Source: an optimization exercise on an open RTL-to-GDS flow (aim: small area and a short achievable clock period). Production flows keep margins and buffers that such runs may drop.
RTL that was checked went through simulation tests only; none was proved equivalent to the original.
Power figures rest on the tool's default switching activity, not on a simulated workload.

== job 101 ==
Design alu16_reg, start of the top module:
module alu16_reg (
    input             clk,
    input      [15:0] valA,
    input      [15:0] valB,
    input      [ 3:0] aluop,
    input             shift_Dir,
    input             rotator_Dir,
    input             sub,
    output reg [ 3:0] cc,
    output reg [15:0] result
);
export LEC_CHECK = 0
export ABC_AREA = 1
export CAP_MARGIN = 20
export CORE_MARGIN = 2
export CORE_UTILIZATION = 40
export CTS_BUF_LIST = sky130_fd_sc_hd__clkbuf_4 sky130_fd_sc_hd__clkbuf_8
export SETUP_SLACK_MARGIN = 2.6
export SLEW_MARGIN = 20
create_clock -name core_clock -period 8.5 [get_ports {clk}]
standard.sh (not shown) runs the stock make flow with config.mk's settings and CLKGATE_MAP_FILE= SYNTH_SCRIPT=/design/flow/synth_recipe.tcl, a recipe that flattens the netlist after the stock synthesis.
==> flow/flow/run.sh <==
#!/bin/bash
set -euo pipefail
W=$PWD
rm -rf "$W/scripts_amap"
cp -r "$FLOW_HOME/scripts" "$W/scripts_amap"
cp "$W/flow/abc_area.script" "$W/scripts_amap/abc_area.script"
bash "$W/standard.sh" "SCRIPTS_DIR=$W/scripts_amap" synth > "$W/synth.log" 2>&1
bash "$W/standard.sh" "BUFFER_PORTS_ARGS=-buffer_cell sky130_fd_sc_hd__buf_1" finish > "$W/layout.log" 2>&1
==> flow/flow/abc_area.script <==
strash
dch
amap
topo
stime -c
## Diff of input files: job 102 against job 101
==> flow/flow/abc_area.script <==
strash
dch
amap
topo
stime -c
buffer -c
upsize -c
dnsize -c
diff --git a/flow/config.mk b/flow/config.mk
--- a/flow/config.mk
+++ b/flow/config.mk
@@ -10,5 +10,5 @@
 export CORE_MARGIN = 2
 export CORE_UTILIZATION = 40
-export CTS_BUF_LIST = sky130_fd_sc_hd__clkbuf_4 sky130_fd_sc_hd__clkbuf_8
-export SETUP_SLACK_MARGIN = 2.6
+export CTS_BUF_LIST = sky130_fd_sc_hd__clkbuf_2 sky130_fd_sc_hd__clkbuf_4
+export SETUP_SLACK_MARGIN = 2
 export SLEW_MARGIN = 20
Notes after the runs:
Between job 102 and job 101, it is job 102 whose final critical path time including I/O delays and setup is higher, by 0.36 ns. Job 101 -> job 102: footprint of the multi-input gates decreased by a little under 10%. Lower hold slack was reported by job 102, not job 101. Taking job 101 as the reference, in job 102 share of the core filled with cells went down by 7.7 points, initial core utilization about even, total via count after detailed routing now smaller. Job 102 against job 101: count of TritonRoute iterations in the first routing pass increased 3; simple-gate portion of the synthesized area decreased 0.44 points; total wire length after detailed routing decreased about 5.6%; combinational share of power decreased 0.4 points.
Here is what was changed in the inputs of job 103 compared with job 102.
diff --git a/flow/config.mk b/flow/config.mk
--- a/flow/config.mk
+++ b/flow/config.mk
@@ -10,5 +10,5 @@
 export CORE_MARGIN = 2
 export CORE_UTILIZATION = 40
-export CTS_BUF_LIST = sky130_fd_sc_hd__clkbuf_2 sky130_fd_sc_hd__clkbuf_4
-export SETUP_SLACK_MARGIN = 2
+export CTS_BUF_LIST = sky130_fd_sc_hd__clkbuf_4 sky130_fd_sc_hd__clkbuf_8
+export SETUP_SLACK_MARGIN = 3
 export SLEW_MARGIN = 20
==> summary.txt <==
Diff job 103..job 102 | number of clock sinks | unchanged
Power in job 103 vs job 102: up about 10%
The flow did not stop early for job 103: all stages ran, and the layout cleared the timing, DRC and antenna checks.
Number of ordinary inverters in the final layout went up by a few percent going from job 102 to job 103.
Reported for job 102 and job 103, area after synthesis turned out identical to the last digit.
| total number of vias | higher: job 103 |
Job 102 and job 103 ended up with nearly the same final number of hold-violating endpoints.
Clock-pin slew on the worst setup and hold paths: job 103 vs job 102 down 0.02 ns
Job 103 against job 102: clock-buffer cell count held steady, total track usage saw an increase, required time at the endpoint of the critical path fell by 0.06 ns.
No run of this note included a check of the RTL's function; only the layout flow was run.

* * *

Another version of the RTL of alu16_reg (not shown whole).
For scale: ~58 flip-flops, ~60 I/O pins, ~7800 um^2 of cells after synthesis.
==> flow/config.mk <==
export PLATFORM = sky130hd
export DESIGN_NAME = alu16_reg
export DESIGN_NICKNAME = alu16_reg
export VERILOG_FILES = /design/flow/design.v
export SDC_FILE = /design/flow/constraint.sdc
export NUM_CORES = 4
export LEC_CHECK = 0
export ABC_AREA = 1
export CAP_MARGIN = 20
export CORE_MARGIN = 2
export CORE_UTILIZATION = 40
export CTS_BUF_LIST = sky130_fd_sc_hd__clkbuf_4 sky130_fd_sc_hd__clkbuf_8
export SETUP_SLACK_MARGIN = 4
export SLEW_MARGIN = 20
==> flow/constraint.sdc <==
create_clock -name core_clock -period 8.5 [get_ports {clk}]
set_input_delay 1.7000 -clock core_clock [delete_from_list [all_inputs] [get_ports {clk}]]
set_output_delay 1.7000 -clock core_clock [all_outputs]
set_load 0.01 [all_outputs]
run.sh (not shown) runs the stock make flow with config.mk's settings and CLKGATE_MAP_FILE= SYNTH_SCRIPT=/design/flow/synth_recipe.tcl, a recipe that flattens the netlist after the stock synthesis.
Stock flow here: none of the scripts above is used.
The starting point produced a clean layout.
Edit:
==> flow/flow/run.sh (new file) <==
#!/bin/bash
set -euo pipefail
W=$PWD
rm -rf "$W/scripts_amap"
cp -r "$FLOW_HOME/scripts" "$W/scripts_amap"
cp "$W/flow/abc_area.script" "$W/scripts_amap/abc_area.script"
bash "$W/standard.sh" "SCRIPTS_DIR=$W/scripts_amap" synth > "$W/synth.log" 2>&1
bash "$W/standard.sh" "BUFFER_PORTS_ARGS=-buffer_cell sky130_fd_sc_hd__buf_1" finish > "$W/layout.log" 2>&1
==> flow/flow/abc_area.script (new file) <==
strash
dch
amap
topo
stime -c
buffer -c
upsize -c
dnsize -c
==> flow/standard.sh (new file) <==
#!/bin/bash
# synth_recipe.tcl (not shown) runs the flow's synth.tcl, then flattens the netlist and writes it again
# the make line also repeats each setting of config.mk as NAME=value (left out here)
make -C /OpenROAD-flow-scripts/flow DESIGN_CONFIG=/design/flow/config.mk WORK_HOME=/design/flow/orfs CLKGATE_MAP_FILE= SYNTH_SCRIPT=/design/flow/synth_recipe.tcl "${@:-finish}"
SETUP_SLACK_MARGIN = 2   (was 4)
removed: flow/run.sh
=> Via count fell by 14%; global-route usage fell by 2.3 points; fmax fell by 21%; clock-buffer cell count stays the same; synthesized area fell by 9.6%; combinational power fell by 47%; non-clock buffer count fell by 56; wire length fell by 17%; sequential power fell by about 2%; utilization fell by 7.3 points.
Edit:
CORE_UTILIZATION = 65   (was 40)
PLACE_DENSITY = 0.75   (was not set)
SETUP_SLACK_MARGIN = 3   (was 2)
Via count came out higher by about a fifth.
Sequential power rose slightly.
Cell area went up by a little under a tenth.
Clock skew came out lower by 0.011 ns.
Wire length rises by about a fifth.
Utilization rose by 34 points.
Edit:
==> flow/run.sh (new file) <==
#!/bin/bash
# synth_recipe.tcl (not shown) runs the flow's synth.tcl, then flattens the netlist and writes it again
# the make line also repeats each setting of config.mk as NAME=value (left out here)
make -C /OpenROAD-flow-scripts/flow DESIGN_CONFIG=/design/flow/config.mk WORK_HOME=/design/flow/orfs CLKGATE_MAP_FILE= SYNTH_SCRIPT=/design/flow/synth_recipe.tcl finish
CORE_UTILIZATION = 40   (was 65)
PLACE_DENSITY = not set   (was 0.75)
SETUP_SLACK_MARGIN = not set   (was 3)
removed: flow/flow/run.sh
removed: flow/flow/abc_area.script
removed: flow/standard.sh
=>
- The new run completed without violations
- clock-buffer cell count came out lower by 2
- worst hold slack improves by 0.18 ns
- cell count rose by 24%
- power went up by 0.86%
- clock skew came out higher by 0.0055 ns
- cell area rose by 4.8%
- utilization goes down by 33 points
- setup slack got worse by 0.61 ns
Edit:
==> flow/flow/run.sh (new file) <==
#!/bin/bash
set -euo pipefail
W=$PWD
rm -rf "$W/scripts_amap"
cp -r "$FLOW_HOME/scripts" "$W/scripts_amap"
cp "$W/flow/abc_area.script" "$W/scripts_amap/abc_area.script"
bash "$W/standard.sh" "SCRIPTS_DIR=$W/scripts_amap" synth > "$W/synth.log" 2>&1
bash "$W/standard.sh" "BUFFER_PORTS_ARGS=-buffer_cell sky130_fd_sc_hd__buf_1" finish > "$W/layout.log" 2>&1
==> flow/flow/abc_area.script (new file) <==
strash
dch
map -D 3000
topo
stime -c
buffer -c
upsize -c
dnsize -c
==> flow/standard.sh (new file) <==
#!/bin/bash
# synth_recipe.tcl (not shown) runs the flow's synth.tcl, then flattens the netlist and writes it again
# the make line also repeats each setting of config.mk as NAME=value (left out here)
make -C /OpenROAD-flow-scripts/flow DESIGN_CONFIG=/design/flow/config.mk WORK_HOME=/design/flow/orfs CLKGATE_MAP_FILE= SYNTH_SCRIPT=/design/flow/synth_recipe.tcl "${@:-finish}"
SETUP_SLACK_MARGIN = 2   (was not set)
removed: flow/run.sh
Result: The new run passed the timing, DRC and antenna checks; worst setup slack is better by 0.31 ns; synthesized cell count drops by about 11%; clock skew drops by 0.0038 ns; non-clock buffer count climbs by 5; hold slack is worse by 0.14 ns; die area drops by about 7%; cell count drops by about 11%; count of clock-buffer cells in the layout climbs by 1; combinational power drops by about 9%; sequential share of layout area climbs by 1.5 points; via count drops by about 9%.

* * *

alu16_reg, a different RTL version from the one above (not shown whole).
Size in the first run: ~58 flip-flops, about 60 I/O pins, ~6300 sq um of cells after synthesis.
==> flow/design.v (excerpt) <==
module alu16_reg (
    input             clk,
    input      [15:0] valA,
    input      [15:0] valB,
    input      [ 3:0] aluop,
    input             shift_Dir,
    input             rotator_Dir,
    input             sub,
    output reg [ 3:0] cc,
    output reg [15:0] result
);
==> flow/config.mk <==
export PLATFORM = sky130hd
export DESIGN_NAME = alu16_reg
export DESIGN_NICKNAME = alu16_reg
export VERILOG_FILES = /design/flow/design.v
export SDC_FILE = /design/flow/constraint.sdc
export NUM_CORES = 4
export LEC_CHECK = 0
export ABC_AREA = 1
export CAP_MARGIN = 0
export CORE_MARGIN = 2
export CORE_UTILIZATION = 40
export CTS_BUF_LIST = sky130_fd_sc_hd__clkbuf_4 sky130_fd_sc_hd__clkbuf_8
export SETUP_SLACK_MARGIN = 2
export SLEW_MARGIN = 0
==> flow/constraint.sdc <==
create_clock -name core_clock -period 8.5 [get_ports {clk}]
set_input_delay 1.7000 -clock core_clock [delete_from_list [all_inputs] [get_ports {clk}]]
set_output_delay 1.7000 -clock core_clock [all_outputs]
set_load 0.01 [all_outputs]
standard.sh (not shown) runs the stock make flow with config.mk's settings and CLKGATE_MAP_FILE= SYNTH_SCRIPT=/design/flow/synth_recipe.tcl, a recipe that flattens the netlist after the stock synthesis.
==> flow/flow/run.sh <==
#!/bin/bash
set -euo pipefail
W=$PWD
rm -rf "$W/scripts_amap"
cp -r "$FLOW_HOME/scripts" "$W/scripts_amap"
cp "$W/flow/abc_area.script" "$W/scripts_amap/abc_area.script"
bash "$W/standard.sh" "SCRIPTS_DIR=$W/scripts_amap" synth > "$W/synth.log" 2>&1
bash "$W/standard.sh" "BUFFER_PORTS_ARGS=-buffer_cell sky130_fd_sc_hd__buf_1" finish > "$W/layout.log" 2>&1
==> flow/flow/abc_area.script <==
strash
dch
amap
topo
stime -c
Then changed:
--- a/flow/config.mk
+++ b/flow/config.mk
@@ -9 +9 @@
-export CAP_MARGIN = 0
+export CAP_MARGIN = 20
@@ -13,2 +13,3 @@
-export SETUP_SLACK_MARGIN = 2
-export SLEW_MARGIN = 0
+export GPL_TIMING_DRIVEN = 1
+export SETUP_SLACK_MARGIN = 2.3
+export SLEW_MARGIN = 20
Effect: Via count is higher by a few percent; core utilization is higher by 1.4 points; synthesized cell count stays the same; die area stays the same; cell count is higher slightly; design area is higher by a few percent; clock-buffer cell count is unchanged; non-clock buffer count is higher by 8.

* * *

alu16_reg again, from the RTL that the note above started with.
## alu16_reg
module alu16_reg (
    input             clk,
    input      [15:0] valA,
    input      [15:0] valB,
    input      [ 3:0] aluop,
    input             shift_Dir,
    input             rotator_Dir,
    input             sub,
    output reg [ 3:0] cc,
    output reg [15:0] result
);
clock: 8.5 ns
lec_check: 0
abc_area: 1
cap_margin: 20
core_margin: 2
core_utilization: 50
cts_buf_list: sky130_fd_sc_hd__clkbuf_4 sky130_fd_sc_hd__clkbuf_8
setup_slack_margin: 2.3
slew_margin: 20
Scripts as last shown in full above: flow/flow/run.sh, flow/flow/abc_area.script
The baseline finished with timing, DRC and antenna clean.
==> next run, changes <==
==> flow/flow/abc_area.script (replaced) <==
strash
dc2
dch -f
amap
topo
stime -c
- CORE_UTILIZATION: 50 -> 40
Result: Critical path depth goes down by 3. Design area came out higher by 2.1%. Fmax rose by 1.0%. Synthesized area came out higher by 0.79%.
==> next run, changes <==
==> flow/flow/abc_area.script (replaced) <==
strash
dch
amap
topo
stime -c
- CAP_MARGIN: 20 -> 0
- SLEW_MARGIN: 20 -> 0
- The changed run ran to the end with no violations
- critical path depth grows by 3
- clock-buffer cell count decreases by 3
- design area shrinks by 1.2%
- total power grows by 5.6%
- via count fell by 3.6%
- synthesized cell count came out lower by 3.2%
- cell count falls by 2.8%
- global-route usage fell by 2.9 points
==> next run, changes <==
- CAP_MARGIN: 0 -> 20
- SETUP_SLACK_MARGIN: 2.3 -> not set
- SLEW_MARGIN: 0 -> 20
Result: Routed wire length fell by a few percent. Count of clock-buffer cells in the layout does not change. Critical path depth rose by 1. Via count fell by a few percent.

* * *

alu16_reg with an RTL version that a note above also has.
Size: roughly 930 cells after synthesis, about 58 flip-flops, roughly 60 I/O pins.
## alu16_reg
module alu16_reg (
    input             clk,
    input      [15:0] valA,
    input      [15:0] valB,
    input      [ 3:0] aluop,
    input             shift_Dir,
    input             rotator_Dir,
    input             sub,
    output reg [ 3:0] cc,
    output reg [15:0] result
);
Settings: LEC_CHECK=0, ABC_AREA=1, CAP_MARGIN=20, CORE_MARGIN=2, CORE_UTILIZATION=40, CTS_BUF_LIST=sky130_fd_sc_hd__clkbuf_4 sky130_fd_sc_hd__clkbuf_8, SETUP_SLACK_MARGIN=2, SLEW_MARGIN=20; clock period 8.5 ns.
==> flow/flow/abc_area.script <==
strash
dch
map -D 3000
topo
stime -c
Scripts as last shown in full above: flow/flow/run.sh
The starting point passed the timing, DRC and antenna checks.
Rerun with:
==> flow/flow/abc_area.script (replaced) <==
strash
dch
amap
topo
stime -c
buffer -c
upsize -c
dnsize -c
Result:
- first-iteration DRC count came out higher by 27%
- via count came out higher by about 0.9%
- worst hold slack gets worse by 0.16 ns
- non-clock buffer count came out higher by 1
- total power came out higher by 2.6%
- fmax came out lower by 2.2%
- sequential cell count is unchanged
No functional check of the RTL was part of any run of this note.

* * *

alu16_reg with an RTL version that a note above also has.
Size: ~980 cells after synthesis, about 60 I/O pins, roughly 0.0071 mm2 of cells after synthesis.
Settings: LEC_CHECK=0, ABC_AREA=1, CAP_MARGIN=20, CORE_MARGIN=2, CORE_UTILIZATION=40, CTS_BUF_LIST=sky130_fd_sc_hd__clkbuf_4 sky130_fd_sc_hd__clkbuf_8, SETUP_SLACK_MARGIN=3, SLEW_MARGIN=20; clock period 8.5 ns.
==> flow/flow/abc_area.script <==
strash
dch
amap
topo
stime -c
buffer -c
upsize -c
dnsize -c
Scripts as last shown in full above: flow/flow/run.sh
The starting point went through all stages and came out clean.
Change:
--- a/flow/config.mk
+++ b/flow/config.mk
@@ -12,3 +12,3 @@
 export CTS_BUF_LIST = sky130_fd_sc_hd__clkbuf_4 sky130_fd_sc_hd__clkbuf_8
-export SETUP_SLACK_MARGIN = 3
+export SETUP_SLACK_MARGIN = 1
 export SLEW_MARGIN = 20
=> Clock skew rose by 0.011 ns; routed wire length goes down by a few percent; via count fell by a few percent; cell count decreases by a few percent; worst setup slack got worse by 1.1 ns; sequential cell count stays the same; power decreases by roughly a tenth.

* * *

alu16_reg with an RTL version that a note above also has.
Size in the first run: roughly 58 flip-flops, roughly 6300 um^2 of cells after synthesis.
clock: 8.5 ns
lec_check: 0
abc_area: 1
cap_margin: 20
core_margin: 2
core_utilization: 40
cts_buf_list: sky130_fd_sc_hd__clkbuf_4 sky130_fd_sc_hd__clkbuf_8
setup_slack_margin: 1.5
slew_margin: 20
==> flow/flow/abc_area.script <==
strash
dch
amap
topo
stime -c
Scripts as last shown in full above: flow/flow/run.sh
The first run finished with timing, DRC and antenna clean.
Rerun with:
Settings changed: SETUP_SLACK_MARGIN 1.5 to 2.
Result: The new run ran to the end with no violations. Synthesized area does not change. Worst hold slack improves by 6.6 ps. Synthesized cell count does not change. Maximum frequency grows by 3.5%. Core utilization shrinks by 0.19 points. Routed wire length went up by 0.61%. Non-clock buffer count fell by 7. Total power climbs by 2.5%. Clock-buffer cell count stays the same.

[what the ideal ports hide]
No port has a modelled driver above. Below, the same layouts with a new extraction and two added sets of constraints.
Step 1: set_driving_cell puts a clkbuf_16 on clk and a buf_2 on each other input, an assumption about the parent block.
Step 2 also shifts input and output timing later by t, the mid clock arrival at the registers, as if the neighbouring blocks saw the same clock.
a / b / c = ideal ports / drivers / drivers and shift; a / b = the first two.
| run | t (ns) | setup WS [ns] | worst setup path at the end | worst register clock-pin slew, ns | worst data-port slew with drivers (ns) |
|---|---|---|---|---|---|
| job 101 | 0.397 | 2.684 / 2.684 / 2.684 | register to register | 0.08 / 0.08 | 0.04 |
| job 102 | 0.477 | 2.321 / 2.321 / 2.321 | register to register | 0.11 / 0.11 | 0.04 |
| job 103 | 0.402 | 2.612 / 2.612 / 2.612 | register to register | 0.09 / 0.09 | 0.03 |
| the first run of note 2 | 0.418 | 3.698 / 3.698 / 3.698 | register to register | 0.09 / 0.09 | 0.05 |
| the second run of note 2 | 0.417 | 2.450 / 2.450 / 2.450 | register to register | 0.10 / 0.10 | 0.03 |
| the third run of note 2 | 0.410 | 2.906 / 2.906 / 2.906 | register to register | 0.08 / 0.08 | 0.04 |
| the fourth run of note 2 | 0.415 | 2.294 / 2.294 / 2.294 | register to register | 0.09 / 0.09 | 0.04 |
| the fifth run of note 2 | 0.406 | 2.605 / 2.605 / 2.605 | register to register | 0.07 / 0.07 | 0.03 |
| the first run of note 3 | 0.408 | 2.344 / 2.344 / 2.344 | register to register | 0.08 / 0.08 | 0.05 |
| the second run of note 3 | 0.410 | 2.591 / 2.591 / 2.591 | register to register | 0.09 / 0.09 | 0.05 |
| the first run of note 4 | 0.406 | 2.480 / 2.480 / 2.480 | register to register | 0.08 / 0.08 | 0.04 |
| the second run of note 4 | 0.413 | 2.540 / 2.540 / 2.540 | register to register | 0.10 / 0.10 | 0.03 |
| the third run of note 4 | 0.414 | 2.571 / 2.571 / 2.571 | register to register | 0.09 / 0.09 | 0.05 |
| the fourth run of note 4 | 0.414 | 1.163 / 1.163 / 1.163 | register to register | 0.08 / 0.08 | 0.05 |
| the first run of note 5 | 0.419 | 2.463 / 2.463 / 2.463 | register to register | 0.09 / 0.09 | 0.04 |
| the second run of note 5 | 0.400 | 2.330 / 2.330 / 2.330 | register to register | 0.07 / 0.07 | 0.04 |
| the first run of note 6 | 0.418 | 2.945 / 2.945 / 2.945 | register to register | 0.08 / 0.08 | 0.03 |
| the second run of note 6 | 0.415 | 1.858 / 1.858 / 1.858 | register to register | 0.10 / 0.10 | 0.03 |
| the first run of note 7 | 0.405 | 2.127 / 2.127 / 2.127 | register to register | 0.08 / 0.08 | 0.04 |
| the second run of note 7 | 0.408 | 2.344 / 2.344 / 2.344 | register to register | 0.08 / 0.08 | 0.05 |
After both steps every run listed still meets setup and hold.
